Context: an optimization exercise on an open-source flow, tuned for small area and a short achievable clock period. The choices shown serve that exercise and are no tape-out recipe.
Only simulation tests tie the RTL to the original design; equivalence was not proved.
Power is estimated from default activity; no workload was simulated.

`design.v`:
```
module Multi_Flop_Synchronizer #(
    parameter NUM_STAGES =2 
) (
    input  wire  async,
    input  wire  clk  ,
    input  wire  en   ,
    input  wire  rst  ,
    output reg   sync
);
reg [NUM_STAGES-2:0] Q  ;
    always @(posedge clk) begin
        if (!rst) begin
            {sync,Q}<='b0;
        end else if (en) begin
            {sync,Q}<={Q[NUM_STAGES-2:0],async};
        end
    end
endmodule
module Multi_Flop_Synchronizer_Multi_bits #(
    parameter NUM_STAGES =2,BUS_WIDTH=5
) (
    input  wire [BUS_WIDTH-1:0] ASYNC,
    input  wire  CLK  ,
    input  wire  EN   ,
    input  wire  RST  ,
    output wire  [BUS_WIDTH-1:0] SYNC
);
genvar i;
    generate
        for (i =0 ;i<=BUS_WIDTH-1; i=i+1 ) begin
            Multi_Flop_Synchronizer #(.NUM_STAGES(NUM_STAGES)) u0  (.async(ASYNC[i]),.clk(CLK),.en(EN),.rst(RST),.sync(SYNC[i])) ;
        end
    endgenerate
endmodule
module Pulse_Gen (
    input  wire Signal_in,
    input  wire clk      ,
    input  wire en       ,
    input  wire rst      ,
    output wire Pulse_out
);
    reg Q;
    always @(posedge clk) begin
        if (!rst) begin
            Q<='b0;
        end else if (en) begin
            Q<=Signal_in;
        end
    end
    assign Pulse_out= ((~Q) & Signal_in);
endmodule
module Data_Sync #(
    parameter NUM_STAGES =2,UNSYNC_BUS_WIDTH=8,BUS_WIDTH=1
) (
    input  wire [UNSYNC_BUS_WIDTH-1:0] Unsync_Bus,
    input  wire                        Enable    ,
    input  wire                        clk       ,
    input  wire                        en        ,
    input  wire                        rst       ,
    output reg  [UNSYNC_BUS_WIDTH-1:0] Sync_Bus  ,
    output reg                         Enable_Pulse              
);
    wire Enable_Sync ;
    wire Pulse_out;
    always @(posedge clk) begin
        if (en && Pulse_out) begin
            Sync_Bus<=Unsync_Bus;
        end 
    end
    always @(posedge clk) begin
        if (!rst) begin
            Enable_Pulse<='b0;
        end else if (en) begin
            Enable_Pulse<=Pulse_out;
        end 
    end
    Multi_Flop_Synchronizer_Multi_bits #(
        .NUM_STAGES (NUM_STAGES ),
        .BUS_WIDTH  (BUS_WIDTH  )
    )
    u_Multi_Flop_Synchronizer_Multi_bits(
    	.ASYNC (Enable ),
        .CLK   (clk   ),
        .EN    (en    ),
        .RST   (rst   ),
        .SYNC  (Enable_Sync  )
    );
    Pulse_Gen u_Pulse_Gen(
    	.Signal_in (Enable_Sync ),
        .clk       (clk       ),
        .en        (en        ),
        .rst       (rst       ),
        .Pulse_out (Pulse_out )
    );
endmodule
module RST_Sync (
    input  wire RST,
    input  wire clk,
    output reg  Sync_RST
);
    reg Q;
    always @(posedge clk or negedge RST) begin
        if (!RST) begin
            Q        <= 1'b0;
            Sync_RST <= 1'b0;
        end else begin
            Q        <= 1'b1;
            Sync_RST <= Q;
        end
    end
endmodule
module Clock_Divider (
    input  wire       i_ref_clk  ,
    input  wire       i_rst_n    ,
    input  wire       i_clk_en   , 
    input  wire [3:0] i_div_ratio,
    output wire       o_div_tick
);
reg        div_clk, odd_edge_tog;
reg  [3:0] couter;
wire [3:0] inc    = couter + 4'd1;
wire [3:0] half   = {1'b0, i_div_ratio[3:1]};
wire       is_odd = i_div_ratio[0];
wire       clk_en = i_clk_en & (|i_div_ratio[3:1]);
wire       at_pos = (inc == half);       
wire       at_neg = (couter == half);
wire       flip   = is_odd ? (odd_edge_tog ? at_pos : at_neg) : at_pos;
always @(posedge i_ref_clk) begin
    if (!i_rst_n) begin
        div_clk      <= 1'b0;
        couter       <= 4'd0;
        odd_edge_tog <= 1'b1;
    end else if (clk_en) begin
        if (flip) begin
            div_clk <= ~div_clk;
            couter  <= 4'd0;
            if (is_odd)
                odd_edge_tog <= ~odd_edge_tog;
        end else begin
            couter  <= inc;
        end
    end
end
assign o_div_tick = clk_en ? (~div_clk & flip) : 1'b1;
endmodule
module Bits_Counter #(
    parameter Counter_Size='d3, Start_Point='d0,Num_of_Bits=3'b111
) (
    input   wire                     clk    ,
    input   wire                     rst    ,
    input   wire                     enable ,
    output  reg [Counter_Size-1:0]   bits_counter,
    output  wire                      finish
);
    always @(posedge clk) begin
        if (!rst) begin
            bits_counter<=Start_Point;
        end else if (enable) begin
            bits_counter<=bits_counter+'b1;
        end
    end
   assign finish=(bits_counter==Num_of_Bits) & enable;
endmodule
module Edge_Bit_Counter (
    input   wire        clk     ,
    input   wire        rst     ,
    input   wire        enable  , 
    input   wire [4:0]  Prescale,
    output  reg  [4:0]  edge_cnt,
    output  reg         finish
);
    wire [5:0] edge_inc = {1'b0, edge_cnt} + 6'd1;
    always @(posedge clk) begin
        if (!rst || finish || !enable)
            edge_cnt <= 5'd0;
        else
            edge_cnt <= edge_inc[4:0];
    end
    always @(posedge clk) begin
        if (!rst)
            finish <= 1'b0;
        else
            finish <= (edge_inc == {1'b0, Prescale});
    end
endmodule
module Counter_Unit #(
    parameter Counter_Size='d5
) (
    input  wire clk,
    input  wire rst,
    input  wire enable,
    input  wire Data_enable, 
    input  wire [Counter_Size-1:0]  Prescale   ,
    output wire                     Finish_edge,
    output wire                     Finish_data,
    output wire [2:0]               bits_counter,
    output wire [Counter_Size-1:0]  edge_cnt
);
    wire Bits_counter_enable;
    assign Bits_counter_enable= Finish_edge & Data_enable;  
    Bits_Counter  u_Bits_Counter(
    	.clk    (clk    ),
        .rst    (rst    ),
        .enable (Bits_counter_enable ),
        .bits_counter(bits_counter),
        .finish (Finish_data )
    );
    Edge_Bit_Counter  u_Edge_Bit_Counter(
    	.clk      (clk      ),
        .rst      (rst      ),
        .enable   (enable   ),
        .Prescale (Prescale ),
        .edge_cnt (edge_cnt ),
        .finish   (Finish_edge   )
    );
endmodule
module Data_Sampling (
    input  wire                    RX_in   ,
    input  wire                    clk     ,
    input  wire                    rst     ,
    input  wire                    data_samp_en,
    output reg                     sampled_bit
);
reg [2:0] bits;
always @(posedge clk) begin
    if (!rst) begin
        bits<='b0;
    end else if (data_samp_en) begin
        bits<={bits[1:0],RX_in};
    end else begin
        bits<=bits;
    end
end
always @(*) begin
    if (!data_samp_en) begin
        if ((bits[0] & bits[1])||(bits[0] & bits[2])||(bits[2] & bits[1])) begin
            sampled_bit=1'b1;
        end else begin
            sampled_bit=1'b0;
        end
    end else begin
        sampled_bit=1'b0;
    end
end
endmodule
module Deserializer #(
    parameter bits_couner_size='d3 , Data_size='d8
) (
    input  wire sampled_bit,
    input  wire clk        ,
    input  wire rst        , 
    input  wire deser_en   ,
    input  wire [bits_couner_size-1:0] bits_counter, 
    output reg  [Data_size-1:0] Data 
);
always @(posedge clk) begin
    if (!rst) begin
        Data<='b0;
    end else if(deser_en) begin
        Data[bits_counter]<=sampled_bit;
    end
end
endmodule
module Error_Unit (
    input  wire  clk,
    input  wire  rst,
    input  wire  sampled_bit,
    input  wire  Compared_bit,
    input  wire  Enable,
    output  reg  Error
);
    always @(*) begin
        if (!Enable) begin
            Error='b0;
        end else if (sampled_bit!=Compared_bit) begin
            Error='b1;
        end else begin
             Error='b0;
        end
    end
endmodule
module RX_FSM #(parameter Counter_Size='d5) (
    input  wire clk,
    input  wire rst,
    input  wire RX_IN,  
    input  wire PAR_EN,  
    input  wire [1:0] Prescale,
    input  wire bit_cnt,  
    input  wire data_finish_flag, 
    input  wire [Counter_Size-1:0] edge_cnt,  
    input  wire [7:0] P_DATA ,
    input   wire PAR_TYP,
    input   wire Error,
    output  reg Compared_bit,
    output reg counter_en,  
    output reg bits_counter_en,  
    output reg Error_Unit_En,
    output reg data_samp_en,
    output reg deser_en,
    output reg data_valid
);
reg [2:0] CurrentState,NextState;
wire start_first,start_sec,start_third;
reg Rest_data_valid;
reg Error_REG;
reg Out_data_valid;
localparam Idle =3'b000, 
           Start=3'b001,
           Data =3'b011,
           Parity=3'b010,
           Stop=3'b110;
always @(posedge clk) begin
    if (!rst) begin
        CurrentState<=Idle;
    end else begin
        CurrentState<=NextState;
    end 
end           
always @(*) begin
    counter_en='b0;
    Error_Unit_En='b0;
    bits_counter_en='b0;
    deser_en='b0;
    Compared_bit='b0;
    Rest_data_valid='b0;
    Out_data_valid='b0;
    case (CurrentState)
       Idle : begin
        if (!RX_IN) begin
            NextState=Start;
            counter_en='b1;
        end else begin
            NextState=Idle;
            counter_en='b0;
        end
       end
       Start:begin
        Compared_bit='b0;
        Rest_data_valid='b1;
        Error_Unit_En=((Prescale[0]==1'b0)&(edge_cnt>=5'b00110))|((Prescale>=2'b01)&(edge_cnt>=5'b01000)) |((Prescale[1]==1'b1)&(edge_cnt>=5'b01100));
        if (Error) begin
            NextState=Idle;
            counter_en='b0;
        end else begin
            if (!bit_cnt) begin
            NextState=Start;
            counter_en='b1;
        end else begin
            NextState=Data;
            counter_en='b0;
        end
        end
       end
       Data:begin
        deser_en=((Prescale[0]==1'b0)&(edge_cnt>=5'b00110))|((Prescale>=2'b01)&(edge_cnt>=5'b01000)) |((Prescale[1]==1'b1)&(edge_cnt>=5'b01100));
        bits_counter_en='b1;
        if (!data_finish_flag) begin
            NextState=Data;
            counter_en='b1;
            bits_counter_en='b1;
        end else if (!PAR_EN) begin
            NextState=Stop;
            counter_en='b0;
        end else begin
            NextState=Parity;
            counter_en='b0;
        end
       end
       Parity:begin
        Error_Unit_En=((Prescale[0]==1'b0)&(edge_cnt>=5'b00110))|((Prescale>=2'b01)&(edge_cnt>=5'b01000)) |((Prescale[1]==1'b1)&(edge_cnt>=5'b01100));
        if (!PAR_TYP) begin
            Compared_bit=^P_DATA;
        end else begin
            Compared_bit=~^P_DATA;
        end
        if (!bit_cnt) begin
            NextState=Parity;
            counter_en='b1;
        end else begin
            NextState=Stop;
            counter_en='b0;
        end
       end
       Stop:begin
        Compared_bit='b1;
        Error_Unit_En=((Prescale[0]==1'b0)&(edge_cnt>=5'b00110))|((Prescale>=2'b01)&(edge_cnt>=5'b01000)) |((Prescale[1]==1'b1)&(edge_cnt>=5'b01100));
        if (!bit_cnt) begin
            NextState=Stop;
            counter_en='b1;
        end else  if (!RX_IN) begin 
            NextState=Start;
            counter_en='b0;
            Out_data_valid='b1;
        end else begin
            NextState=Idle;
            Out_data_valid='b1;
            counter_en='b0;
        end
        end
        default: begin
            NextState=Idle;
        end
    endcase
end
always @(posedge clk) begin
    if (!rst) begin
        data_valid<='b0;
    end else if(Out_data_valid) begin
        data_valid<=~Error_REG;
    end else begin
        data_valid<='b0;
    end
end
always @(posedge clk) begin
    if (!rst) begin
        Error_REG<='b0;
    end else if(Rest_data_valid)begin
        Error_REG<='b0;
    end else if (Error_Unit_En)  begin   
        Error_REG<=Error|Error_REG;
    end
end
always @(*) begin
    if (start_first || start_sec || start_third) begin
        data_samp_en='b1;
    end else begin
        data_samp_en='b0;
    end
end
assign start_first=(Prescale[0]==1'b0)&((edge_cnt==5'b00010)|(edge_cnt==5'b00011)|(edge_cnt==5'b00100));
assign start_sec=(Prescale==2'b01)&((edge_cnt==5'b00100)|(edge_cnt==5'b00101)|(edge_cnt==5'b00110));
assign start_third=(Prescale[1]==1'b1)&((edge_cnt==5'b01000)|(edge_cnt==5'b01001)|(edge_cnt==5'b01010));    
endmodule
module RX #(
    parameter Counter_Size='d5, Start_Point='d1
) (
    input  wire                    clk_Top     ,
    input  wire                    rst_Top     ,
    input  wire                    RX_IN_Top   ,
    input  wire [Counter_Size-1:0] Prescale_Top,
    input  wire                    PAR_EN_TOP  ,
    input  wire                    PAR_TYP_Top ,
    output wire                    Data_Valid_Top,
    output wire [7:0]              P_Data_Top
);
wire bit_cnt_Top;  
wire [Counter_Size-1:0] edge_cnt_Top;  
wire enable_Top;  
wire par_err_Top,start_err_Top,stop_err_Top;  
wire par_check_en_Top,start_check_en_Top,stop_check_en_Top;  
wire data_samp_en_Top;  
wire deser_en_Top,deser_en_FSM_Top;  
wire sampled_bit_Top;
wire data_finish_flag_Top,bits_counter_en_Top;
wire [2:0] bits_counter_Top;
wire Compared_bit_Top,Error_Unit_En_Top,Error_Top;
RX_FSM u_RX_FSM(
    .clk              (clk_Top              ),
    .rst              (rst_Top              ),
    .RX_IN            (RX_IN_Top            ),
    .PAR_EN           (PAR_EN_TOP           ),
    .Prescale         (Prescale_Top[4:3]          ),
    .bit_cnt          (bit_cnt_Top          ),
    .data_finish_flag (data_finish_flag_Top ),
    .edge_cnt         (edge_cnt_Top         ),
    .P_DATA           (P_Data_Top           ),  
    .PAR_TYP          (PAR_TYP_Top          ),  
    .Error            (Error_Top            ),
    .Compared_bit     (Compared_bit_Top     ),
    .counter_en       (enable_Top       ),
    .bits_counter_en  (bits_counter_en_Top  ),
    .Error_Unit_En    (Error_Unit_En_Top    ), 
    .data_samp_en     (data_samp_en_Top     ),
    .deser_en         (deser_en_FSM_Top         ),
    .data_valid       (Data_Valid_Top       )
);
Error_Unit u_Error_Unit(
    .clk          (clk_Top          ),
    .rst          (rst_Top          ),
    .sampled_bit  (sampled_bit_Top  ),
    .Compared_bit (Compared_bit_Top ),
    .Enable       (Error_Unit_En_Top       ),
    .Error        (Error_Top        )
);
Counter_Unit u_Counter_Unit(
    .clk         (clk_Top         ),
    .rst         (rst_Top         ),
    .enable      (enable_Top       ),
    .Data_enable (bits_counter_en_Top ),
    .Prescale    (Prescale_Top    ),
    .Finish_edge (bit_cnt_Top ),
    .Finish_data (data_finish_flag_Top ),
    .bits_counter(bits_counter_Top),
    .edge_cnt    (edge_cnt_Top    )
);
    Data_Sampling  u_Data_Sampling(
    	.RX_in        (RX_IN_Top        ),
        .clk          (clk_Top          ),
        .rst          (rst_Top          ),
        .data_samp_en (data_samp_en_Top ),
        .sampled_bit  (sampled_bit_Top  )
    );
Deserializer u_Deserializer(
    .sampled_bit  (sampled_bit_Top  ),
    .clk          (clk_Top          ),
    .rst          (rst_Top          ),
    .deser_en     (deser_en_FSM_Top),  
    .bits_counter (bits_counter_Top ),
    .Data         (P_Data_Top         )
);
endmodule
module UART_TX_Top (
    input  wire       clk,
    input  wire       tick,
    input  wire       RST,
    input  wire [7:0] P_Data_UART,
    input  wire       Data_Valid_UART,
    input  wire       Par_En_UART,
    input  wire       Par_Type_UART,
    output wire       TX_Out_UART,
    output wire       Busy_UART
);
localparam Idle  = 2'b00,
           Start = 2'b01,
           Data  = 2'b11,
           Parity= 2'b10;
reg  [1:0] Current_State, Next_State, State_N;
reg  [2:0] Counter;
reg  [7:0] Data_Reg;    
reg        Par_Bit;
reg  [7:0] Data_N;
reg        Par_N;
reg        Out_N;
wire Ser_En   = (Current_State == Data);
wire Ser_Done = (Counter == 3'b111);
assign Busy_UART = (Current_State != Idle);
always @(*) begin
    case (Current_State)
        Idle:    Next_State = Data_Valid_UART ? Start : Idle;
        Start:   Next_State = Data;
        Data:    Next_State = Ser_Done ? (Par_En_UART ? Parity : Idle) : Data;
        default: Next_State = Data_Valid_UART ? Start : Idle;
    endcase
end
always @(*) begin
    State_N = tick ? Next_State : Current_State;
    if (!tick)
        Data_N = Data_Reg;
    else if (Data_Valid_UART)
        Data_N = P_Data_UART;
    else if (Ser_En)
        Data_N = Data_Reg >> 1;
    else
        Data_N = Data_Reg;
    Par_N = tick ? (Par_Type_UART ? ~^P_Data_UART : ^P_Data_UART) : Par_Bit;
    case (State_N)
        Idle:    Out_N = 1'b1;
        Start:   Out_N = 1'b0;
        Data:    Out_N = Data_N[0];
        default: Out_N = Par_N;
    endcase
end
always @(posedge clk) begin
    if (!RST) begin
        Current_State <= Idle;
        Counter       <= 3'b0;
    end else begin
        Current_State <= State_N;
        if (tick)
            Counter <= Ser_En ? Counter + 1'b1 : 3'b0;
    end
end
reg TX_Out_Inv;
always @(posedge clk or negedge RST) begin
    if (!RST)
        TX_Out_Inv <= 1'b0;
    else
        TX_Out_Inv <= ~Out_N;
end
assign TX_Out_UART = ~TX_Out_Inv;
always @(posedge clk) begin
    Data_Reg <= Data_N;
    Par_Bit  <= Par_N;
end
endmodule
module ALU (
    input  wire        clk      ,
    input  wire        Gate_En  ,
    input  wire        rst      ,
    input  wire [7:0]  Operand_A,
    input  wire [7:0]  Operand_B,
    input  wire [3:0]  ALU_Fun  ,
    input  wire        Enable   ,
    input  wire        Restart  ,
    output wire [7:0]  ALU_Lo_N ,
    output reg  [7:0]  ALU_Hi   ,
    output reg         Out_Valid,
    output wire        Clearing ,
    output reg  [3:0]  Eng_Cnt
);
reg  [7:0] R, Q;    
reg  [7:0] H, L;    
wire       clr   = Restart | (Eng_Cnt == 4'd15);
wire       run   = ~Eng_Cnt[3];
wire       a_bit = Operand_A[~Eng_Cnt[2:0]];
wire       b_bit = Operand_B[Eng_Cnt[2:0]];
wire [7:0] T     = {R[6:0], a_bit};
wire [8:0] sum;
wire       ge    = R[7] | sum[8];
wire [8:0] S     = {1'b0, H} + (b_bit ? {1'b0, Operand_A} : 9'd0);
assign Clearing = (Eng_Cnt == 4'd15);
always @(posedge clk) begin
    if (!rst)
        Eng_Cnt <= 4'd15;
    else if (Restart || Eng_Cnt == 4'd15)
        Eng_Cnt <= 4'd0;
    else if (run)
        Eng_Cnt <= Eng_Cnt + 1'b1;
end
always @(posedge clk) begin
    if (clr) begin
        R <= 8'd0;
        H <= 8'd0;
    end else if (run) begin
        R <= ge ? sum[7:0] : T;
        Q <= {Q[6:0], ge};
        H <= S[8:1];
        L <= {S[0], L[7:1]};
    end
end
wire [3:0] F    = ALU_Fun;
wire       sub  = run | (|F);
wire [7:0] X    = run ? T : Operand_A;
assign     sum  = {1'b0, X} + {1'b0, Operand_B ^ {8{sub}}} + {8'd0, sub};
wire       eq   = (Operand_A == Operand_B);
wire       lt   = ~sum[8];
wire       gt   = sum[8] & ~eq;
wire       bz   = ~|Operand_B;
reg  [3:0] tt;
always @(*) begin
    case (F)
        4'd4:    tt = 4'b1000;
        4'd5:    tt = 4'b1110;
        4'd6:    tt = 4'b0111;
        4'd7:    tt = 4'b0001;
        4'd8:    tt = 4'b0110;
        4'd9:    tt = 4'b1001;
        default: tt = 4'b0000;
    endcase
end
wire [7:0] lg;
genvar i;
generate
    for (i = 0; i < 8; i = i + 1) begin : g_lg
        assign lg[i] = tt[{Operand_A[i], Operand_B[i]}];
    end
endgenerate
wire s_sum = (F == 4'd0) | (F == 4'd1);
wire s_L   = (F == 4'd2);
wire s_Q   = (F == 4'd3) & ~bz;
wire s_sr  = (F == 4'd13);
wire s_sl  = (F == 4'd14);
wire cmp   = (F == 4'd10) ? eq : (F == 4'd11) ? gt : (F == 4'd12) ? lt : 1'b0;
wire ones  = (F == 4'd6) | (F == 4'd7) | (F == 4'd9) | ((F == 4'd1) & ~sum[8]);
wire [7:0] lo = ({8{s_sum}} & sum[7:0]) | ({8{s_L}} & L) | ({8{s_Q}} & Q) | lg
              | ({8{s_sr}} & {1'b0, Operand_A[7:1]}) | ({8{s_sl}} & {Operand_A[6:0], 1'b0})
              | {7'd0, cmp};
wire [7:0] hi = {8{ones}} | ({8{s_L}} & H)
              | {7'd0, ((F == 4'd0) & sum[8]) | (s_sl & Operand_A[7])};
assign ALU_Lo_N = Enable ? lo : 8'd0;
always @(posedge clk) begin
    if (Gate_En)
        ALU_Hi <= Enable ? hi : 8'd0;
end
always @(posedge clk) begin
    if (!rst)
        Out_Valid <= 1'b0;
    else
        Out_Valid <= Enable;
end
endmodule
module REG_File (
    input  wire        clk         , 
    input  wire        rst         ,
    input  wire [3:0]  Rd_Address  ,
    input  wire [15:0] Row_We      ,
    input  wire        RdEn        ,
    input  wire [7:0]  WrData      ,
    input  wire [15:0] Clr_Row     ,
    input  wire        Clearing    ,
    output wire [7:0]  RdData_N    ,
    output reg         RdData_Valid,
    output wire [7:0]  REG0_ALU_A  ,
    output wire [7:0]  REG1_ALU_B  ,
    output wire [6:0]  REG2_UART   ,
    output wire [3:0]  REG3_DIV  
);
    wire [7:0]  Wr_Val = Clearing ? 8'd0 : WrData;
    wire [7:0]  Row [0:15];
    reg  [7:0]  Cfg2, Cfg3;
    genvar k;
    generate
        for (k = 0; k < 16; k = k + 1) begin : g_row
            if (k == 2 || k == 3) begin : g_rst
                assign Row[k] = (k == 2) ? Cfg2 : Cfg3;
            end else begin : g_nrst
                reg [7:0] Data;
                always @(posedge clk) begin
                    if (Row_We[k] || Clr_Row[k])
                        Data <= Wr_Val;
                end
                assign Row[k] = Data;
            end
        end
    endgenerate
    always @(posedge clk) begin
        if (!rst) begin
            Cfg2 <= 8'h1C;
            Cfg3 <= 8'h08;
        end else begin
            if (Row_We[2]) Cfg2 <= WrData;
            if (Row_We[3]) Cfg3 <= WrData;
        end
    end
    always @(posedge clk) begin
        if (!rst)
            RdData_Valid <= 1'b0;
        else
            RdData_Valid <= RdEn;
    end
    assign RdData_N   = Row[Rd_Address];
    assign REG0_ALU_A = Row[0];
    assign REG1_ALU_B = Row[1];
    assign REG2_UART  = Cfg2[6:0];
    assign REG3_DIV   = Cfg3[3:0];
endmodule
module RX_Controler (
    input  wire        clk        ,
    input  wire        rst        ,
    output wire        ALU_Enable ,
    output wire        CLK_Gate_En,
    output wire [15:0] Row_We     ,
    output wire        REG_RdEn   ,
    input  wire [7:0]  Rx_P_Data  ,
    input  wire        RX_Valid
);
localparam Idle         = 3'b000,
           REG_Wr_Add   = 3'b001,
           REG_Wr_Data  = 3'b011,
           REG_Rd_Add   = 3'b010,
           ALU_Wr_A     = 3'b110,
           ALU_Wr_B     = 3'b100,
           ALU_Fun_State= 3'b101;
reg [2:0] Current_State, Next_State;
reg [3:0] Saved_Data;    
wire In_Wr_Add  = (Current_State == REG_Wr_Add);
wire In_Wr_Data = (Current_State == REG_Wr_Data);
wire In_Wr_A    = (Current_State == ALU_Wr_A);
wire In_Wr_B    = (Current_State == ALU_Wr_B);
wire In_Fun     = (Current_State == ALU_Fun_State);
wire Cmd_DD     = (Rx_P_Data == 8'hDD);
assign REG_RdEn    = RX_Valid && (Current_State == REG_Rd_Add);
assign ALU_Enable  = RX_Valid && In_Fun;
assign CLK_Gate_En = RX_Valid && ((Current_State == Idle && Cmd_DD) || In_Wr_B || In_Fun);
genvar k;
generate
    for (k = 0; k < 16; k = k + 1) begin : g_we
        assign Row_We[k] = RX_Valid && ((In_Wr_Data && Saved_Data == k) ||
                                        (k == 0 && In_Wr_A) || (k == 1 && In_Wr_B));
    end
endgenerate
always @(posedge clk) begin
    if (!rst)
        Current_State <= Idle;
    else
        Current_State <= Next_State;
end
always @(posedge clk) begin
    if (RX_Valid && In_Wr_Add)
        Saved_Data <= Rx_P_Data[3:0];
end
always @(*) begin
    Next_State = Current_State;
    case (Current_State)
        Idle: begin
            if (RX_Valid) begin
                case (Rx_P_Data)
                    8'hAA:   Next_State = REG_Wr_Add;
                    8'hBB:   Next_State = REG_Rd_Add;
                    8'hCC:   Next_State = ALU_Wr_A;
                    8'hDD:   Next_State = ALU_Fun_State;
                    default: Next_State = Idle;
                endcase
            end
        end
        REG_Wr_Add:    if (RX_Valid) Next_State = REG_Wr_Data;
        REG_Wr_Data:   if (RX_Valid) Next_State = Idle;
        REG_Rd_Add:    if (RX_Valid) Next_State = Idle;
        ALU_Wr_A:      if (RX_Valid) Next_State = ALU_Wr_B;
        ALU_Wr_B:      if (RX_Valid) Next_State = ALU_Fun_State;
        ALU_Fun_State: if (RX_Valid) Next_State = Idle;
        default:       Next_State = Idle;
    endcase
end
endmodule
module Tx_Controler #(
    parameter Data_width ='d8,ALU_Output_Data_width='d16
) (
    input  wire                     clk         ,
    input  wire                     rst         ,
    input  wire [Data_width-1:0]    ALU_Hi      ,
    input  wire                     ALU_Valid   ,
    input  wire [Data_width-1:0]    Shared_Lo   ,    
    input  wire                     REG_Rd_Valid,
    input  wire                    Tx_Busy      ,
    output reg  [Data_width-1:0]   Tx_P_Data    ,
    output reg                     Tx_Valid     ,
    output wire                    In_REG_Packet,
    output wire                    In_ALU_Packet_1
); 
wire [1:0] Flags;
assign Flags={REG_Rd_Valid,ALU_Valid};
reg [2:0] Current_State,Next_State;
localparam Idle ='b000 ,
           REG_Packet='b001,
           ALU_Packet_1='b011,
           Wait='b010,
           ALU_Packet_2='b110;
assign In_REG_Packet   = (Current_State == REG_Packet);
assign In_ALU_Packet_1 = (Current_State == ALU_Packet_1);
always @(posedge clk) begin
    if (!rst) begin
        Current_State<=Idle;
    end else begin
        Current_State<=Next_State;
    end
end
always @(*) begin
   Tx_Valid='b0;
   Tx_P_Data='b0;
   case (Current_State)
    Idle:begin 
        if (!Tx_Busy) begin
            case (Flags)
            'b10:Next_State=REG_Packet;
            'b01: Next_State=ALU_Packet_1;
            default:Next_State=Idle; 
        endcase
        end else begin
            Next_State=Idle;
        end
    end 
    REG_Packet:begin
        Tx_Valid='b1;
        Tx_P_Data=Shared_Lo;
        if (Tx_Busy) begin
           Next_State=Idle; 
        end else begin
            Next_State=REG_Packet;
        end
    end
    ALU_Packet_1:begin
        Tx_Valid='b1;
        Tx_P_Data=Shared_Lo;
        if (Tx_Busy) begin
           Next_State=Wait; 
        end else begin
            Next_State=ALU_Packet_1;
        end
    end
    Wait:begin
        if (!Tx_Busy) begin
            Next_State=ALU_Packet_2; 
        end else begin
            Next_State=Wait;
        end
    end
    ALU_Packet_2:begin
        Tx_Valid='b1;
        Tx_P_Data=ALU_Hi;
        if (Tx_Busy) begin
           Next_State=Idle; 
        end else begin
            Next_State=ALU_Packet_2;
        end
    end
    default: Next_State=Idle; 
   endcase
end
endmodule
module Design_Top (
    input  wire    CLK     ,
    input  wire    RST     , 
    input  wire    RX_IN   ,
    output wire    TX_OUT 
);
wire Sync_RST;
RST_Sync u_RST_Sync (
    .RST      (RST      ),
    .clk      (CLK      ),
    .Sync_RST (Sync_RST )
);
wire       RX_Valid_Top;
wire [7:0] Rx_P_Data_Top;
wire [6:0] REG2_UART_Config_Top;
wire [3:0] REG3_DIV_Top;
RX u_RX1(
    .clk_Top        (CLK                         ),
    .rst_Top        (Sync_RST                    ),
    .RX_IN_Top      (RX_IN                       ),
    .Prescale_Top   (REG2_UART_Config_Top[6:2]   ),
    .PAR_EN_TOP     (REG2_UART_Config_Top[0]     ),
    .PAR_TYP_Top    (REG2_UART_Config_Top[1]     ),
    .Data_Valid_Top (RX_Valid_Top                ),
    .P_Data_Top     (Rx_P_Data_Top               )
);
reg [2:0] RX_Valid_Dly;
always @(posedge CLK) begin
    if (!Sync_RST)
        RX_Valid_Dly <= 3'b0;
    else
        RX_Valid_Dly <= {RX_Valid_Dly[1:0], RX_Valid_Top};
end
wire RX_Valid_Syn = RX_Valid_Dly[2];
wire        ALU_Enable_Top, CLK_Gate_En_Top;
wire        ALU_Out_Valid_Top;
wire [15:0] Row_We;
wire        REG_RdEn_Top;
RX_Controler u_RX_Controler(
    .clk         (CLK               ),
    .rst         (Sync_RST          ),
    .ALU_Enable  (ALU_Enable_Top    ),
    .CLK_Gate_En (CLK_Gate_En_Top   ),
    .Row_We      (Row_We            ),
    .REG_RdEn    (REG_RdEn_Top      ),
    .Rx_P_Data   (Rx_P_Data_Top     ),
    .RX_Valid    (RX_Valid_Syn      )
);
wire       REG_Rd_Valid_Top;
wire [7:0] REG_RdData_N;
wire [7:0] Operand_A_Top, Operand_B_Top;
wire       Clearing;
wire [3:0] Eng_Cnt;
wire [15:0] Clr_Row = {16{Clearing}};
REG_File u_REG_File(
    .clk          (CLK              ),
    .rst          (Sync_RST         ),
    .Rd_Address   (Rx_P_Data_Top[3:0]),
    .Row_We       (Row_We           ),
    .RdEn         (REG_RdEn_Top     ),
    .WrData       (Rx_P_Data_Top    ),
    .Clr_Row      (Clr_Row          ),
    .Clearing     (Clearing         ),
    .RdData_N     (REG_RdData_N     ),
    .RdData_Valid (REG_Rd_Valid_Top ),
    .REG0_ALU_A   (Operand_A_Top    ),
    .REG1_ALU_B   (Operand_B_Top    ),
    .REG2_UART    (REG2_UART_Config_Top),
    .REG3_DIV     (REG3_DIV_Top     )
);
wire [7:0] ALU_Lo_N;
wire [7:0] ALU_Hi;
ALU u_ALU(
    .clk       (CLK               ),
    .Gate_En   (CLK_Gate_En_Top   ),
    .rst       (Sync_RST          ),
    .Operand_A (Operand_A_Top     ),
    .Operand_B (Operand_B_Top     ),
    .ALU_Fun   (Rx_P_Data_Top[3:0]),
    .Enable    (ALU_Enable_Top    ),
    .Restart   (Row_We[0] | Row_We[1]),
    .ALU_Lo_N  (ALU_Lo_N          ),
    .ALU_Hi    (ALU_Hi            ),
    .Out_Valid (ALU_Out_Valid_Top ),
    .Clearing  (Clearing          ),
    .Eng_Cnt   (Eng_Cnt           )
);
wire       In_REG_Packet, In_ALU_Packet_1;
reg  [7:0] Shared_Lo;
always @(posedge CLK) begin
    if (REG_RdEn_Top && !In_ALU_Packet_1)
        Shared_Lo <= REG_RdData_N;
    else if (CLK_Gate_En_Top && !In_REG_Packet)
        Shared_Lo <= ALU_Lo_N;
end
wire       Tx_Busy_Top, Tx_Busy_UnSyn;
wire       Tx_Valid_Top_UnSyn;
wire [7:0] Tx_P_Data_Top_UnSyn;
Tx_Controler u_Tx_Controler(
    .clk          (CLK                 ),
    .rst          (Sync_RST            ),
    .ALU_Hi       (ALU_Hi              ),
    .ALU_Valid    (ALU_Out_Valid_Top   ),
    .Shared_Lo    (Shared_Lo           ),
    .REG_Rd_Valid (REG_Rd_Valid_Top    ),
    .Tx_Busy      (Tx_Busy_Top         ),
    .Tx_P_Data    (Tx_P_Data_Top_UnSyn ),
    .Tx_Valid     (Tx_Valid_Top_UnSyn  ),
    .In_REG_Packet   (In_REG_Packet    ),
    .In_ALU_Packet_1 (In_ALU_Packet_1  )
);
Multi_Flop_Synchronizer u_Busy_Syn(
    .async (Tx_Busy_UnSyn ),
    .clk   (CLK           ),
    .en    (1'b1          ),
    .rst   (Sync_RST      ),
    .sync  (Tx_Busy_Top   )
);
wire       TX_TICK;
wire       TX_IN_V_Top_Syn;
wire [7:0] TX_IN_P_Top_Syn;
Clock_Divider u_Clock_Divider(
    .i_ref_clk   (CLK          ),
    .i_rst_n     (Sync_RST     ),
    .i_clk_en    (1'b1         ),
    .i_div_ratio (REG3_DIV_Top ),
    .o_div_tick  (TX_TICK      )
);
Data_Sync u_Tx_Data_Syn(
    .Unsync_Bus   (Tx_P_Data_Top_UnSyn ),
    .Enable       (Tx_Valid_Top_UnSyn  ),
    .clk          (CLK                 ),
    .en           (TX_TICK             ),
    .rst          (Sync_RST            ),
    .Sync_Bus     (TX_IN_P_Top_Syn     ),
    .Enable_Pulse (TX_IN_V_Top_Syn     )
);
UART_TX_Top u_UART_TX_Top1(
    .clk             (CLK                     ),
    .tick            (TX_TICK                 ),
    .RST             (Sync_RST                ),
    .P_Data_UART     (TX_IN_P_Top_Syn         ),
    .Data_Valid_UART (TX_IN_V_Top_Syn         ),
    .Par_En_UART     (REG2_UART_Config_Top[0] ),
    .Par_Type_UART   (REG2_UART_Config_Top[1] ),
    .TX_Out_UART     (TX_OUT                  ),
    .Busy_UART       (Tx_Busy_UnSyn           )
);
endmodule
```
`flow/run.sh`:
```
#!/bin/bash
# The standard layout with two changes: the port buffers are sky130 buf_4
# cells (buffer_ports would otherwise pick the slow clkdlybuf4s50_1), and
# synthesis leaves adders to ABC instead of extracting half/full-adder cells
# first (ADDER_MAP_FILE empty). Registers are the standard synthesis's.
set -euo pipefail
bash standard.sh "BUFFER_PORTS_ARGS=-buffer_cell sky130_fd_sc_hd__buf_4" "ADDER_MAP_FILE=" finish > standard.log 2>&1
```
`standard.sh`:
```
#!/bin/bash
# synth_recipe.tcl (not shown) runs the flow's synth.tcl, then flattens the netlist and writes it again
# the make line also repeats each setting of config.mk as NAME=value (left out here)
make -C /OpenROAD-flow-scripts/flow DESIGN_CONFIG=/design/flow/config.mk WORK_HOME=/design/flow/orfs CLKGATE_MAP_FILE= SYNTH_SCRIPT=/design/flow/synth_recipe.tcl "${@:-finish}"
```
`config.mk`:
```
export PLATFORM = sky130hd
export DESIGN_NAME = Design_Top
export DESIGN_NICKNAME = Design_Top
export VERILOG_FILES = /design/flow/design.v
export SDC_FILE = /design/flow/constraint.sdc
export NUM_CORES = 4
export LEC_CHECK = 0
export ABC_AREA = 1
export CAP_MARGIN = 0
export CORE_MARGIN = 2
export CORE_UTILIZATION = 70
export CTS_BUF_LIST = sky130_fd_sc_hd__clkbuf_16
export CTS_CLUSTER_DIAMETER = 80
export CTS_CLUSTER_SIZE = 30
export PLACE_DENSITY = 0.75
export SLEW_MARGIN = 0
```
`constraint.sdc`:
```
create_clock -name core_clock -period 35.0 [get_ports {CLK}]
set_input_delay 7.0000 -clock core_clock [delete_from_list [all_inputs] [get_ports {CLK}]]
set_output_delay 7.0000 -clock core_clock [all_outputs]
set_load 0.01 [all_outputs]
```
==> results of run 1 <==
==> state kept, by name, summed over array words and instances, names as in the netlist, 5 cells and up, named ones only <==
name	flops
u_UART_TX_Top1.Data_Reg	8
u_ALU.ALU_Hi	8
u_ALU.R	8
u_REG_File.Cfg2	8
u_REG_File.Cfg3	8
u_REG_File.g_row.g_nrst.Data	112
u_ALU.L	8
u_RX1.u_Counter_Unit.u_Edge_Bit_Counter.edge_cnt	5
u_ALU.H	8
u_Tx_Data_Syn.Sync_Bus	8
Shared_Lo	8
u_RX1.u_Deserializer.Data	8
u_ALU.Q	8
==> cells in the mapped netlist (all sizes together) (9+ instances only) <==
library cell	count
o21ai	106
a22o	24
nand2	338
dfxtp	91
o22ai	13
a211oi	9
nor2	154
xnor2	10
nor4	9
nand3	71
o211ai	16
nor3	19
clkbuf	18
nand4	13
inv	173
a21oi	68
xor2	14
a221oi	24
edfxtp	163
==> per-stage QoR <==
stage                     utilization, %  std cells  cell area, um2
final                              75.36       1639           12990
after global routing               75.36       1639           12990
after CTS                          75.36       1639           12990
after detailed placement           73.07       1617           12590
after global placement             73.07       1617           12590
after floorplan                        -       1398           12280
==> cells in the final DEF, fill, tap and decap left out, types with 3 or more instances in the layout <==
master,count
a2111oi_0,3
a211oi_1,9
a21oi_1,68
a221oi_1,24
a22o_1,24
and2_1,4
buf_4,19
clkbuf_16,13
clkinv_1,3
dfrtp_1,3
dfxtp_1,91
edfxtp_1,163
inv_1,172
inv_8,3
nand2_1,325
nand2_2,10
nand2_4,3
nand3_1,70
nand3b_1,5
nand4_1,13
nor2_1,146
nor2_2,6
nor3_1,18
nor4_1,9
o211ai_1,16
o21a_1,3
o21ai_0,104
o21bai_1,4
o221ai_1,6
o22ai_1,13
o31ai_1,7
or2_2,3
xnor2_1,10
xor2_1,14
==> layout make-up <==
class / count / area [um2] / share of cell area (%)
clock buffers: 13 / 325.3 / 2.504
clock inverters: 9 / 70.07 / 0.5394
inverters: 175 / 659.4 / 5.076
multi-input cells: 941 / 4720 / 36.33
flip-flops and latches: 257 / 6792 / 52.28
well taps: 225 / 281.5 / 2.167
repair buffers: 19 / 142.6 / 1.098
==> final timing paths <==
check                                                           from                             endpoint
min                                    u_RST_Sync.Sync_RST$_DFF_PN0_  u_UART_TX_Top1.TX_Out_Inv$_DFF_PN0_
max in group asynchronous                                        RST        u_RST_Sync.Sync_RST$_DFF_PN0_
min reg2reg                            u_RST_Sync.Sync_RST$_DFF_PN0_  u_UART_TX_Top1.TX_Out_Inv$_DFF_PN0_
max reg2reg                u_RX1.u_Deserializer.Data[1]$_SDFFE_PN0P_               Shared_Lo[3]$_DFFE_PP_
min in group core_clock                       u_RST_Sync.Q$_DFF_PN0_        u_RST_Sync.Sync_RST$_DFF_PN0_
max                              u_UART_TX_Top1.TX_Out_Inv$_DFF_PN0_                               TX_OUT
==> power breakdown <==
group / switching [uW] / leakage (uW) / internal [uW]
Clock: 96.3 / 0.000200 / 72.0
Combinational: 234 / 0.00266 / 96.1
Sequential: 48.0 / 0.00231 / 416
Total: 379 / 0.00518 / 584
==> cell families after synthesis <==
logic type / after synthesis / synth area share, %
simple gates: 622 / 21.72
compound gates: 294 / 14.96
xor+xnor: 24 / 1.711
flops: 257 / 55.29
other cells: 1 / 0.03053
buf+inv: 200 / 6.285
==> per-layer routing <==
layer / track usage (%) / wire (um)
met1: 47.01 / 12470
met2: 54.81 / 14480
met3: 4.959 / 3050
met4: 12.04 / 1256
met5: 0 / 0
==> results.yml, run 1 <==
run_status:
  status: "complete, no violations"
synthesis:
  ys_top_cells_by_area: "edfxtp_1, dfxtp_1, nand2_1, inv_1, nor2_1"
  synthFlopType: "edfxtp_1"
  yosys_register_bits: 257
  syn_area_um2: 12280
  syn_nets: 1401
  avgSynthCellArea_um2: 8.786
  ys_seq_area_share_pct: 55.29
  yosysWarnings: 18
  synth_edf_count: 163
  synth_async_sr_flop_share_pct: 1.167
  synth_top_area_cell: "edfxtp_1"
  syn_inst: 1398
  yosysUniqueCellTypes: 59
  yosysTopAreaCellShare_pct: 39.85
clock_tree:
  cts.repair.resized: 0
  cts_buffer_depth: 3
  clk_pin_slew_ns: 0.10
  insertion_delay_ns: 0.50
  clockRootBuffer: "clkbuf_16"
  cts_setup_buffers: 0
  cts_made_buffers: 13
  hold_buffers: 0
  cts_tree: "built"
  cts_num_sinks: 257
  h-tree-depth: 1
sta:
  setup_tns_ns: 0
  period_share_pct: 22.86
  fmax_mhz: 125.0
  rsz0062_at_grt: "no"
  hold_viol: 0
  clock_skew_ns: 0.02599
  drv_slew: 0
  tightest_slew_ns: 1.202
  fin_crit_ns: 8.001
  finalWorstSetupSlack_ns: 27.00
  setup_violations: 0
  holdWs_ns: 0.2773
  max-slew-margin-rel_pct: 19.59
floorplanning:
  core_um2: 17240
  rows: 48
  fp.dieH_um: 136.5
  dieArea_um2: 18620
  start_util_pct: 71.26
  io_pins: 4
  die_w_um: 136.5
critical_path:
  start_kind: "flip-flop"
  endpoint_kind: "primary output"
  path_depth: 2
  crit_buf_inv: 2
  max_stage_delay_ns: 0.37
  cp_slowest_cell: "dfrtp_1"
  cp_cell_sequence: "inv_1 -> buf_4"
  critPathKind: "flip-flop to primary output"
  rr_worst_depth: 9
  crit_arrival_ns: 1.00
  critPathRequiredTime_ns: 28.00
  path_delay_family: "flip-flops"
  cp_max_fo: 1
  r2r_slack_ns: 31.59
global_route:
  grt_pass1_vias: 9265
  antenna_found_initial: 0
  grt_pass1_wl_um: 48380
  track_usage_pct: 33.90
  grt_max_degree: 41
  grt_overflow: 0
route:
  drt_wl_total_um: 31260
  drc: 0
  via_per_inst: 6.263
  wl_per_cell_um: 19.07
  drtIter0Drc: 1296
  drt_pass1_iterations: 7
  num_vias: 10270
  ant_nets: 0
power:
  p_per_area_nw_per_um2: 74.10
  irDropWorstVdd_uv: 56.08
  p_leak_uw: 0.005176
  power.total_uw: 962.6
layout:
  fill_cells: 1257
  areaGrowthSynthToFinish_pct: 5.756
  nNetsFinal: 1410
  diodes: 0
  drive_above_1_share_pct: 4.950
place:
  gp_congestion: 1.056
  dpl_worst_slack_ns: 27.18
  io_buffers: 3
  hpwl_um: 22540
hold_path:
  hold_path.class: "flip-flop to async pin"
job:
  maxCapViolCount: 0
==> run 2: changes to the inputs <==
--- a/config.mk
+++ b/config.mk
@@ -12,5 +12,4 @@
 export CTS_BUF_LIST = sky130_fd_sc_hd__clkbuf_16
 export CTS_CLUSTER_DIAMETER = 80
 export CTS_CLUSTER_SIZE = 30
-export PLACE_DENSITY = 0.75
 export SLEW_MARGIN = 0
==> run 2 against run 1 <==
  * Largest cell class unchanged
  * Power stayed put
  * Sequential power hardly changed
  * Flip-flop and latch count is the same
  * Critical path depth did not move
  * Critical path type unchanged
  * Largest power group unchanged
==> results.yml, run 2 <==
critical_path:
  cp_slowest_cell: "dfrtp_1"
  crit_arrival_ns: 1.00
  path_delay_family: "flip-flops"
  crit_buf_inv: 2
  critPathKind: "flip-flop to primary output"
  critPathRequiredTime_ns: 28.00
  cp_max_fo: 1
  cp_cell_sequence: "inv_1 -> buf_4"
  start_kind: "flip-flop"
  max_stage_delay_ns: 0.37
  endpoint_kind: "primary output"
clock_tree:
  hold_buffers: 0
  cts_num_sinks: 257
  clk_pin_slew_ns: 0.10
  h-tree-depth: 1
  cts_setup_buffers: 0
  cts_buffer_depth: 3
  cts_tree: "built"
  clockRootBuffer: "clkbuf_16"
  insertion_delay_ns: 0.50
  cts.repair.resized: 0
  cts_made_buffers: 13
sta:
  tightest_slew_ns: 1.202
  fmax_mhz: 125.0
  setup_tns_ns: 0
  clock_skew_ns: 0.02599
  drv_slew: 0
  setup_violations: 0
  max-slew-margin-rel_pct: 19.59
  period_share_pct: 22.86
  hold_viol: 0
  rsz0062_at_grt: "no"
  fin_crit_ns: 8.001
synthesis:
  syn_inst: 1398
  yosysUniqueCellTypes: 59
  synthFlopType: "edfxtp_1"
  ys_top_cells_by_count: "nand2_1, inv_1, edfxtp_1"
  syn_area_um2: 12280
  yosysTopAreaCellShare_pct: 39.85
  syn_nets: 1401
  avgSynthCellArea_um2: 8.786
  yosys_register_bits: 257
  synth_edf_count: 163
  yosysMostFrequentCell: "nand2_1"
  ys_seq_area_share_pct: 55.29
  ys_top_cells_by_area: "edfxtp_1, dfxtp_1, nand2_1, inv_1, nor2_1"
  synth_top_area_cell: "edfxtp_1"
  synth_async_sr_flop_share_pct: 1.167
  yosysWarnings: 18
power:
  power.total_uw: 962.6
  p_seq_share_pct: 48.2
  clkPwrFrac_pct: 17.5
  p_leak_uw: 0.005176
  p_int_uw: 583.8
  switching_power_uw: 378.7
  p_sw_share_pct: 39.35
  p_per_area_nw_per_um2: 74.10
  irDropWorstVdd_uv: 56.08
  comb_power_share_pct: 34.3
layout:
  diodes: 0
  mostFrequentLayoutCells: "nand2_1, inv_1, edfxtp_1"
  top_register: "u_REG_File.g_row.g_nrst.Data"
  fill_cells: 1257
  drive_above_1_share_pct: 4.950
  areaGrowthSynthToFinish_pct: 5.756
  final_common_cell: "nand2_1"
  nNetsFinal: 1410
  largest_reg_flops: 112
floorplanning:
  start_util_pct: 71.26
  rows: 48
  io_pins: 4
  core_um2: 17240
  dieArea_um2: 18620
  die_w_um: 136.5
  fp.dieH_um: 136.5
run_status:
  status: "complete, no violations"
route:
  wl_per_cell_um: 19.07
  drt_pass1_iterations: 7
  num_vias: 10270
  drtIter0Drc: 1296
  ant_nets: 0
  drc: 0
  drt_wl_total_um: 31260
  via_per_inst: 6.263
place:
  gp_congestion: 1.056
  hpwl_um: 22540
  io_buffers: 3
global_route:
  grt_pass1_wl_um: 48380
  grt_pass1_vias: 9265
  track_usage_pct: 33.90
  grt_max_degree: 41
  grt_overflow: 0
  antenna_found_initial: 0
job:
  maxCapViolCount: 0
hold_path:
  hold_path.class: "flip-flop to async pin"
[run 2: cell counts in the layout (fill, tap and decap cells not counted)]
Identical to the previous run, type by type.
[run 2: kinds of logic (layout without fill, tap and decap cells)]
logic type	Yosys count	count (layout)	synth area share (%)
other cells	1	1	0.03053
flops	257	257	55.29
xor+xnor	24	24	1.711
simple gates	622	622	21.72
compound gates	294	294	14.96
buf+inv	200	216	6.285
[run 2: stage by stage]
step / hold WS (ns) / cells / worst slack [ns] / instance area [um2] / utilization, %
after floorplan: 0.02601 / 1398 / 27.42 / 12280 / -
after global placement: 0.2748 / 1617 / 27.24 / 12590 / 73.07
after detailed placement: 0.2702 / 1617 / 27.18 / 12590 / 73.07
after CTS: 0.2870 / 1639 / 26.99 / 12990 / 75.36
after global routing: 0.3168 / 1639 / 26.95 / 12990 / 75.36
final: 0.2773 / 1639 / 27.00 / 12990 / 75.36
[run 2: path summary, 6_finish.rpt]
path / startpoint / slack, ns / endpoint / cells after the start
worst max-delay path: u_UART_TX_Top1.TX_Out_Inv$_DFF_PN0_ / 27.00 / TX_OUT / 2
max in group asynchronous: RST / 28.64 / u_RST_Sync.Sync_RST$_DFF_PN0_ / 1
worst min register to register: u_RST_Sync.Sync_RST$_DFF_PN0_ / 0.28 / u_UART_TX_Top1.TX_Out_Inv$_DFF_PN0_ / 1
worst min-delay path: u_RST_Sync.Sync_RST$_DFF_PN0_ / 0.28 / u_UART_TX_Top1.TX_Out_Inv$_DFF_PN0_ / 1
worst max register to register: u_RX1.u_Deserializer.Data[1]$_SDFFE_PN0P_ / 31.59 / Shared_Lo[3]$_DFFE_PP_ / 9
min in group core_clock: u_RST_Sync.Q$_DFF_PN0_ / 0.37 / u_RST_Sync.Sync_RST$_DFF_PN0_ / 0
[run 2: power by group through the flow]
stage                     Sequential, uW  Clock [uW]  Combinational, uW
final                                464         168                330
after CTS                            462         170                323
after global placement               464           0                316
after floorplan                      445           0                238
after detailed placement             468           0                322
after global routing                 470         180                361
[run 2: worst register-to-register path, cell delays in order, from the launching register on]
cell     delay [ns]
dfxtp_1        0.40
inv_1          0.28
nand2_1        0.18
inv_1          0.08
nand2_1        0.19
inv_1          0.46
nand3_1        0.26
a21oi_1        0.72
o31ai_1        0.19
nand2_1        0.33
[run 2: area by class of cell]
| class | instances | area [um2] | share of cell area [%] |
|---|---|---|---|
| clock buffers | 13 | 325.3 | 2.504 |
| well taps | 225 | 281.5 | 2.167 |
| multi-input cells | 941 | 4720 | 36.33 |
| clock inverters | 9 | 70.07 | 0.5394 |
| inverters | 175 | 659.4 | 5.076 |
| repair buffers | 19 | 142.6 | 1.098 |
| flip-flops and latches | 257 | 6792 | 52.28 |
[run 2: metal layers]
metal  track usage (%)  up-vias  routed length (um)
met2             54.81      619               14480
met4             12.04        0                1256
met5                 0        -                   0
li1                  -     4824                   -
met1             47.01     4718               12470
met3             4.959      104                3050
==> run 3: changes to the inputs <==
--- a/config.mk
+++ b/config.mk
@@ -12,4 +12,6 @@
 export CTS_BUF_LIST = sky130_fd_sc_hd__clkbuf_16
 export CTS_CLUSTER_DIAMETER = 80
 export CTS_CLUSTER_SIZE = 30
+export GPL_ROUTABILITY_DRIVEN = 0
+export GPL_TIMING_DRIVEN = 0
 export SLEW_MARGIN = 0
==> run 3 against run 2 <==
  * Still clean on timing, DRC and antenna
  * Via count shrank 0.32%
  * First-iteration DRC count shrank 0.31%
  * Critical path depth is the same
  * Combinational power grew 1%
  * Setup slack lost 0.029 ns
==> results.yml, run 3 <==
run_status:
  status: "complete, no violations"
synthesis:
  synthFlopType: "edfxtp_1"
  synth_async_sr_flop_share_pct: 1.167
  syn_area_um2: 12280
  synth_top_area_cell: "edfxtp_1"
  yosysMostFrequentCell: "nand2_1"
  avgSynthCellArea_um2: 8.786
  ys_seq_area_share_pct: 55.29
  yosys_register_bits: 257
  syn_inst: 1398
  synth_edf_count: 163
  yosysUniqueCellTypes: 59
  yosysTopAreaCellShare_pct: 39.85
  ys_top_cells_by_count: "nand2_1, inv_1, edfxtp_1"
  ys_top_cells_by_area: "edfxtp_1, dfxtp_1, nand2_1, inv_1, nor2_1"
  syn_nets: 1401
  yosysWarnings: 18
critical_path:
  start_kind: "flip-flop"
  critPathRequiredTime_ns: 28.00
  critPathKind: "flip-flop to primary output"
  crit_arrival_ns: 1.03
  cp_max_fo: 1
  endpoint_kind: "primary output"
clock_tree:
  cts_buffer_depth: 3
  cts_num_sinks: 257
  h-tree-depth: 1
  clk_pin_slew_ns: 0.10
  hold_buffers: 0
  cts.repair.resized: 0
  clockRootBuffer: "clkbuf_16"
  cts_tree: "built"
  cts_made_buffers: 13
  insertion_delay_ns: 0.50
  cts_setup_buffers: 0
place:
  io_buffers: 3
  placed_area_um2: 12590
  hpwl_um: 22800
global_route:
  grt.met1_usage_pct: 47.56
  grt_overflow: 0
  grt_pass1_wl_um: 47790
  antenna_found_initial: 0
  grtUsageMet2_pct: 52.22
  track_usage_pct: 33.64
  grt_max_degree: 32
  top_usage_layer: "met2"
  grt_pass1_vias: 9137
  met3_usage_pct: 5.779
layout:
  top_register: "u_REG_File.g_row.g_nrst.Data"
  mostFrequentLayoutCells: "nand2_1, inv_1, edfxtp_1"
  final_common_cell: "nand2_1"
  largest_reg_flops: 112
  nNetsFinal: 1420
  diodes: 0
  final_area_um2: 13000
  drive_above_1_share_pct: 4.284
  areaGrowthSynthToFinish_pct: 5.867
  final_util_pct: 75.44
  fill_cells: 1255
route:
  drt_wl_total_um: 30910
  drtIter0Drc: 1292
  ant_nets: 0
  drc: 0
  wl_per_cell_um: 18.75
  via_per_inst: 6.205
  drt_pass1_iterations: 6
  num_vias: 10230
sta:
  drv_slew: 0
  rsz0062_at_grt: "no"
  fin_crit_ns: 8.030
  period_share_pct: 22.94
  hold_viol: 0
  clock_skew_ns: 0.02065
  fmax_mhz: 124.5
  setup_tns_ns: 0
  setup_violations: 0
  max-slew-margin-rel_pct: 10.41
  tightest_slew_ns: 1.330
floorplanning:
  core_um2: 17240
  rows: 48
  die_w_um: 136.5
  fp.dieH_um: 136.5
  dieArea_um2: 18620
  start_util_pct: 71.26
  io_pins: 4
power:
  irDropWorstVdd_uv: 63.30
  clkPwrFrac_pct: 17.6
  p_per_area_nw_per_um2: 73.91
  p_leak_uw: 0.005164
  switching_power_uw: 382.0
  p_seq_share_pct: 47.7
  p_sw_share_pct: 39.74
  p_int_uw: 579.1
  comb_power_share_pct: 34.8
job:
  maxCapViolCount: 0
hold_path:
  hold_path.class: "flip-flop to async pin"
==> run 3: final timing paths <==
kind / from / endpoint / slack [ns] / cells after the start
setup reg to reg: u_RX1.u_Deserializer.Data[1]$_SDFFE_PN0P_ / Shared_Lo[7]$_DFFE_PP_ / 31.23 / 10
setup / recovery: u_UART_TX_Top1.TX_Out_Inv$_DFF_PN0_ / TX_OUT / 26.97 / 2
min in group core_clock: u_RST_Sync.Q$_DFF_PN0_ / u_RST_Sync.Sync_RST$_DFF_PN0_ / 0.37 / 0
hold / removal: u_RST_Sync.Sync_RST$_DFF_PN0_ / u_UART_TX_Top1.TX_Out_Inv$_DFF_PN0_ / 0.08 / 0
max in group asynchronous: RST / u_RST_Sync.Q$_DFF_PN0_ / 28.64 / 1
hold reg to reg: u_RST_Sync.Sync_RST$_DFF_PN0_ / u_UART_TX_Top1.TX_Out_Inv$_DFF_PN0_ / 0.08 / 0
==> run 3: power by group through the flow <==
stage               combinational (uW)  sequential [uW]  clock, uW
floorplan                          238              445          0
global placement                   315              460          0
detailed placement                 323              463          0
CTS                                324              456        170
global route                       366              465        181
finish                             334              458        169
==> run 3: routing by layer <==
layer | vias up | share of wire, %
li1 | 4819 | -
met5 | - | 0
met4 | 0 | 4.4
met2 | 580 | 45
met3 | 131 | 10
met1 | 4702 | 40
==> run 3: cell families after synthesis <==
| family | after synthesis | synth area share (%) |
|---|---|---|
| simple gates | 622 | 21.72 |
| compound gates | 294 | 14.96 |
| flops | 257 | 55.29 |
| buf+inv | 200 | 6.285 |
| xor+xnor | 24 | 1.711 |
| other cells | 1 | 0.03053 |
==> run 3: cell type report <==
class                   instances  area [um2]  area share [%]
clock buffers                  13       325.3           2.502
repair buffers                  4       27.53          0.2117
multi-input cells             941        4725           36.33
plain buffers                  25       112.6          0.8660
inverters                     175       659.4           5.071
flip-flops and latches        257        6792           52.23
clock inverters                 9       81.33          0.6254
well taps                     225       281.5           2.165
==> run 3: through the flow <==
stage          instances  total power [uW]  hold slack (ns)  setup WS [ns]
6_report            1649             961.2          0.08337          26.97
5_1_grt             1649              1011          0.09334          26.91
4_1_cts             1648             950.1          0.08299          26.95
3_5_place_dp        1626             785.3          0.06935          27.18
3_3_place_gp        1626             775.4          0.07138          27.19
2_1_floorplan       1398             682.8          0.02601          27.42
==> run 3: worst max-delay path, stage by stage, from the launching register on <==
cell and delay (ns):
dfrtp_1 0.38, inv_1 0.05, buf_4 0.11
==> run 4: changes to the inputs <==
==> flow/run.sh (replaced) <==
#!/bin/bash
# The standard layout (the standard.sh) with three changes:
#  - the port buffers are sky130 buf_4 cells (buffer_ports would otherwise
#    pick the slow clkdlybuf4s50_1);
#  - synthesis leaves adders to ABC instead of extracting half/full-adder
#    cells first (ADDER_MAP_FILE empty);
#  - ABC maps the logic with flow/abc_area.script (area recovery with
#    choices and mfs2) instead of ORFS's abc_area.script. For that, ORFS's
#    scripts folder is copied here and only that file is replaced.
# Registers are mapped exactly as in the standard synthesis.
set -euo pipefail
W=$(pwd)
rm -rf "$W/orfs_scripts"
cp -r "$FLOW_HOME/scripts" "$W/orfs_scripts"
cp "$W/flow/abc_area.script" "$W/orfs_scripts/abc_area.script"
bash standard.sh "SCRIPTS_DIR=$W/orfs_scripts" \
    "BUFFER_PORTS_ARGS=-buffer_cell sky130_fd_sc_hd__buf_4" \
    "ADDER_MAP_FILE=" finish > standard.log 2>&1
==> flow/abc_area.script (new file) <==
strash
dch -f
map -a -B 0.9
mfs2
strash
dch -f
map -a -B 0.9
mfs2
strash
dch -f
map -a -B 0.9
topo
stime -c
upsize -c
dnsize -c
--- a/config.mk
+++ b/config.mk
@@ -12,6 +12,4 @@
 export CTS_BUF_LIST = sky130_fd_sc_hd__clkbuf_16
 export CTS_CLUSTER_DIAMETER = 80
 export CTS_CLUSTER_SIZE = 30
-export GPL_ROUTABILITY_DRIVEN = 0
-export GPL_TIMING_DRIVEN = 0
 export SLEW_MARGIN = 0
==> run 4 against run 3 <==
  * Still clean
  * First-iteration DRC count down 1.8%
  * Final area decreased by 4.8%
  * Worst hold slack better by 0.15 ns
  * Clock skew increased by 0.0088 ns
  * Non-clock buffer count decreased by 10
  * Setup slack better by 0.020 ns
  * Combinational power rose by 6.0%
  * Synthesized cell count is 14% lower
  * Die area fell by 5.7%
  * Utilization up 1.9 points
  * Critical path type unchanged
==> results.yml, run 4 <==
run_status:
  status: "complete, no violations"
critical_path:
  cp_slowest_cell: "dfrtp_1"
  rr_worst_depth: 10
  max_stage_delay_ns: 0.34
  r2r_slack_ns: 31.48
  cp_cell_sequence: "clkinv_1 -> buf_4"
  critPathRequiredTime_ns: 28.00
  critPathKind: "flip-flop to primary output"
  reg2reg_from: "u_RX1.u_Deserializer.Data[1]$_SDFFE_PN0P_"
  endpoint_kind: "primary output"
  r2r-end: "Shared_Lo[1]$_DFFE_PP_"
  crit_arrival_ns: 1.01
  start_kind: "flip-flop"
  cp_max_fo: 1
  crit_start: "u_UART_TX_Top1.TX_Out_Inv$_DFF_PN0_"
synthesis:
  ys_top_cells_by_count: "nor2_1, edfxtp_1, nand2_1"
  synth_edf_count: 163
  yosys_register_bits: 257
  ys_top_cells_by_area: "edfxtp_1, dfxtp_1, nor2_1, nand2_1, clkinv_1"
  avgSynthCellArea_um2: 9.655
  synth_top_area_cell: "edfxtp_1"
  yosysWarnings: 18
  synthFlopType: "edfxtp_1"
  syn_nets: 1200
  yosysUniqueCellTypes: 49
  synth_async_sr_flop_share_pct: 1.167
  ys_seq_area_share_pct: 58.76
  yosysMostFrequentCell: "nor2_1"
  syn_inst: 1197
  yosysTopAreaCellShare_pct: 42.35
  syn_area_um2: 11560
floorplanning:
  io_pins: 4
  die_w_um: 132.5
  start_util_pct: 72.23
  dieArea_um2: 17550
  fp.dieH_um: 132.5
  rows: 46
  core_um2: 16000
sta:
  fin_crit_ns: 8.010
  finalWorstSetupSlack_ns: 26.99
  drv_slew: 0
  tightest_slew_ns: 1.217
  fmax_mhz: 124.8
  setup_tns_ns: 0
  period_share_pct: 22.89
  rsz0062_at_grt: "no"
  max-slew-margin-rel_pct: 18.59
  setup_violations: 0
  hold_viol: 0
  clock_skew_ns: 0.02940
power:
  irDropWorstVdd_uv: 72.50
  p_leak_uw: 0.004193
  p_per_area_nw_per_um2: 80.17
route:
  drt_wl_total_um: 29680
  drc: 0
  num_vias: 9455
  drtIter0Drc: 1269
  drt_pass1_iterations: 5
  wl_per_cell_um: 20.41
  ant_nets: 0
  via_per_inst: 6.503
job:
  maxCapViolCount: 0
clock_tree:
  cts_buffer_depth: 3
  clockRootBuffer: "clkbuf_16"
  insertion_delay_ns: 0.50
  clk_pin_slew_ns: 0.11
  cts_tree: "built"
  cts_made_buffers: 13
  cts.repair.resized: 0
  cts_num_sinks: 257
  cts_setup_buffers: 0
  hold_buffers: 0
  h-tree-depth: 1
global_route:
  grt_max_degree: 33
  grt_pass1_wl_um: 46640
  grt_overflow: 0
  grt_pass1_vias: 8588
  track_usage_pct: 33.97
  antenna_found_initial: 0
layout:
  mostFrequentLayoutCells: "nor2_1, edfxtp_1, nand2_1"
  nNetsFinal: 1234
  areaGrowthSynthToFinish_pct: 7.113
  drive_above_1_share_pct: 5.493
  final_common_cell: "nor2_1"
  diodes: 0
  top_register: "u_REG_File.g_row.g_nrst.Data"
  largest_reg_flops: 112
hold_path:
  hold_path.class: "flip-flop to async pin"
place:
  io_buffers: 3
  dpl_worst_slack_ns: 26.61
  hpwl_um: 20930
  gp_congestion: 1.044
run 4: cells by family after synthesis:
logic type / count (synthesis) / share of synthesized area, %
simple gates: 422 / 15.74
other cells: 1 / 0.03245
compound gates: 327 / 17.60
buf+inv: 155 / 5.077
flops: 257 / 58.76
xor+xnor: 35 / 2.782
run 4: worst max-delay path by stage:
stage	to	slack, ns	cells after the start
2_1_floorplan	flip-flop	26.92	5
6_report	TX_OUT	26.99	2
5_1_grt	TX_OUT	26.94	2
4_1_cts	TX_OUT	26.98	2
3_5_place_dp	flip-flop	26.61	6
3_3_place_gp	flip-flop	26.68	6
run 4: through the flow:
step	power [uW]	hold WS (ns)	utilization [%]	area [um2]	cells
detailed placement	814.6	0.2217	74.86	11980	1432
global placement	804.2	0.2187	74.86	11980	1432
CTS	979.9	0.2357	77.37	12380	1454
finish	992.4	0.2375	77.37	12380	1454
floorplan	695.4	0.1858	-	11560	1197
global route	1036	0.2365	77.37	12380	1454
run 4: layout make-up:
class	instances	area (um2)
flip-flops and latches	257	6792
inverters	155	586.8
multi-input cells	785	4187
clock buffers	13	325.3
clock inverters	9	76.32
fillers	1121	3621
well taps	216	270.3
repair buffers	19	142.6
run 4: worst max-delay path, delay by kind of cell, from the launching register on:
kind                   cells  cell delay (ns)
buffers and inverters      2             0.18
flip-flops                 1             0.34
run 4: layer usage:
metal  vias up  wire (um)  GRT usage, %
met5         -          0             0
li1       4347          -             -
met4         0       1381         12.01
met2       556      13460         53.37
met1      4437      11580         47.51
met3       115       3258         7.165
run 4: report_power, final:
group	internal [uW]	switching, uW
sequential	421	47.7
combinational	106	248
clock	72.2	97.3
==> run 5: changes to the inputs <==
==> flow/abc_area.script (replaced) <==
strash
dch -f
map -a -B 0.9
mfs2
strash
dch -f
map -a -B 0.9
mfs2
strash
dch -f
map -a -B 0.9
topo
==> run 5 against run 4 <==
  * Synthesized cell count stayed put
  * Final cell count hardly changed
  * Via count is 0.68% lower
  * Sequential share of layout area is 0.45 points higher
  * Worst hold slack worse by 0.0017 ns
  * Critical path depth stayed put
  * Critical path type unchanged
  * Still clean on timing, DRC and antenna
  * Combinational power is 9.9% lower
  * Critical endpoint unchanged
  * First-iteration DRC count is 4.8% lower
==> results.yml, run 5 <==
run_status:
  status: "complete, no violations"
critical_path:
  critPathKind: "flip-flop to primary output"
  crit_arrival_ns: 1.01
  max_stage_delay_ns: 0.34
  r2r_slack_ns: 30.17
  start_kind: "flip-flop"
  critPathRequiredTime_ns: 28.00
clock_tree:
  h-tree-depth: 1
  insertion_delay_ns: 0.50
  cts_setup_buffers: 0
  cts.repair.resized: 0
  cts_num_sinks: 257
power:
  comb_power_share_pct: 33.5
  p_leak_uw: 0.004130
  p_seq_share_pct: 49.1
  p_sw_share_pct: 38.47
layout:
  mostFrequentLayoutCells: "nor2_1, edfxtp_1, nand2_1"
  top_register: "u_REG_File.g_row.g_nrst.Data"
  largest_reg_flops: 112
  nNetsFinal: 1235
  areaGrowthSynthToFinish_pct: 7.128
synthesis:
  avgSynthCellArea_um2: 9.576
  ys_seq_area_share_pct: 59.25
  syn_inst: 1197
  synth_edf_count: 163
  yosysWarnings: 18
  synth_async_sr_flop_share_pct: 1.167
  syn_nets: 1200
sta:
  holdWs_ns: 0.2357
  clock_skew_ns: 0.02282
  hold_viol: 0
  rsz0062_at_grt: "no"
  period_share_pct: 22.90
  setup_violations: 0
  tightest_slew_ns: 1.390
  fin_crit_ns: 8.015
  fmax_mhz: 124.8
  setup_tns_ns: 0
global_route:
  antenna_found_initial: 0
  track_usage_pct: 34.51
  grt_overflow: 0
route:
  wl_per_cell_um: 20.42
  via_per_inst: 6.454
  drt_pass1_iterations: 6
  drtIter0Drc: 1208
  drc: 0
place:
  hpwl_um: 21000
floorplanning:
  die_w_um: 132.0
  core_um2: 15940
run 5: cells by family after synthesis:
logic type                count (synthesis)  synth area share, %
and+or+nand+nor                         422                15.17
AOI/OAI and AO/OA                       327                17.79
DFF                                     257                59.25
buffers and inverters                   155                5.076
xor gates and xnor gates                 35                2.674
other                                     1              0.03272
run 5: layout make-up:
type	count	area, um2
fillers	1114	3664
multi-input cells	785	4091
repair buffers	20	150.1
inverters	155	581.8
well taps	216	270.3
flip-flops and latches	257	6792
clock buffers	13	325.3
clock inverters	9	68.82
run 5: power by group through the flow:
| stage | registers, uW | clock network [uW] | logic [uW] |
|---|---|---|---|
| 2_1_floorplan | 456 | 0 | 212 |
| 3_3_place_gp | 468 | 0 | 305 |
| 3_5_place_dp | 471 | 0 | 310 |
| 4_1_cts | 465 | 168 | 311 |
| 5_1_grt | 474 | 178 | 347 |
| 6_report | 467 | 166 | 319 |
run 5: final timing paths:
kind / start / end / cells past startpoint
hold / removal: u_RST_Sync.Sync_RST$_DFF_PN0_ / u_UART_TX_Top1.TX_Out_Inv$_DFF_PN0_ / 1
max in group asynchronous: RST / u_RST_Sync.Q$_DFF_PN0_ / 1
hold reg to reg: u_RST_Sync.Sync_RST$_DFF_PN0_ / u_UART_TX_Top1.TX_Out_Inv$_DFF_PN0_ / 1
setup / recovery: u_UART_TX_Top1.TX_Out_Inv$_DFF_PN0_ / TX_OUT / 2
min in group core_clock: u_RST_Sync.Q$_DFF_PN0_ / u_RST_Sync.Sync_RST$_DFF_PN0_ / 0
setup reg to reg: u_RX1.u_Deserializer.Data[2]$_SDFFE_PN0P_ / u_ALU.R[2]$_SDFFE_PN0N_ / 22
run 5: worst max-delay path, delay by kind of cell (launching register included):
family / cells / cell delay [ns]
buffers and inverters: 2 / 0.18
flip-flops: 1 / 0.34
run 5: metal layers:
metal	global-route usage (%)	wire [um]	vias to the layer above
met5	0	0	-
met4	15.40	1604	0
met3	6.151	3001	116
met2	54.28	13430	538
met1	47.52	11660	4389
li1	-	-	4348
run 5: stage by stage:
stage	utilization (%)	total power, uW	setup slack, ns	area (um2)	std cells
final	77.02	952.2	26.99	12280	1455
after global routing	77.02	998.9	26.94	12280	1455
after CTS	77.02	944.4	26.97	12280	1455
after detailed placement	74.55	781.1	26.61	11890	1433
after global placement	74.55	773.4	26.68	11890	1433
after floorplan	-	667.5	26.92	11460	1197

-- static timing again, ports no longer ideal --
The flow's constraints put no driver on any port. The routed layouts listed below were extracted and timed again, unchanged, in two steps.
Step 1 assumes that a clkbuf_16 drives the clock port and a buf_2 every other input.
Step 2, shift: input delay + t, output delay - t, t = (earliest + latest rising clock arrival at the registers) / 2. This alone moves slack from input paths to output paths.
a / b / c = no drivers / after step 1 / after step 2; a / b = the first two.
| run | t, ns | slack for setup (ns) |
|---|---|---|
| run 1 | 0.536 | 26.999 / 26.954 / 27.155 |
| run 2 | 0.536 | 26.999 / 26.954 / 27.155 |
| run 3 | 0.535 | 26.970 / 26.923 / 27.162 |
| run 4 | 0.532 | 26.990 / 26.944 / 26.590 |
| run 5 | 0.536 | 26.985 / 26.937 / 26.567 |
After both steps setup and hold are still met in every run listed.
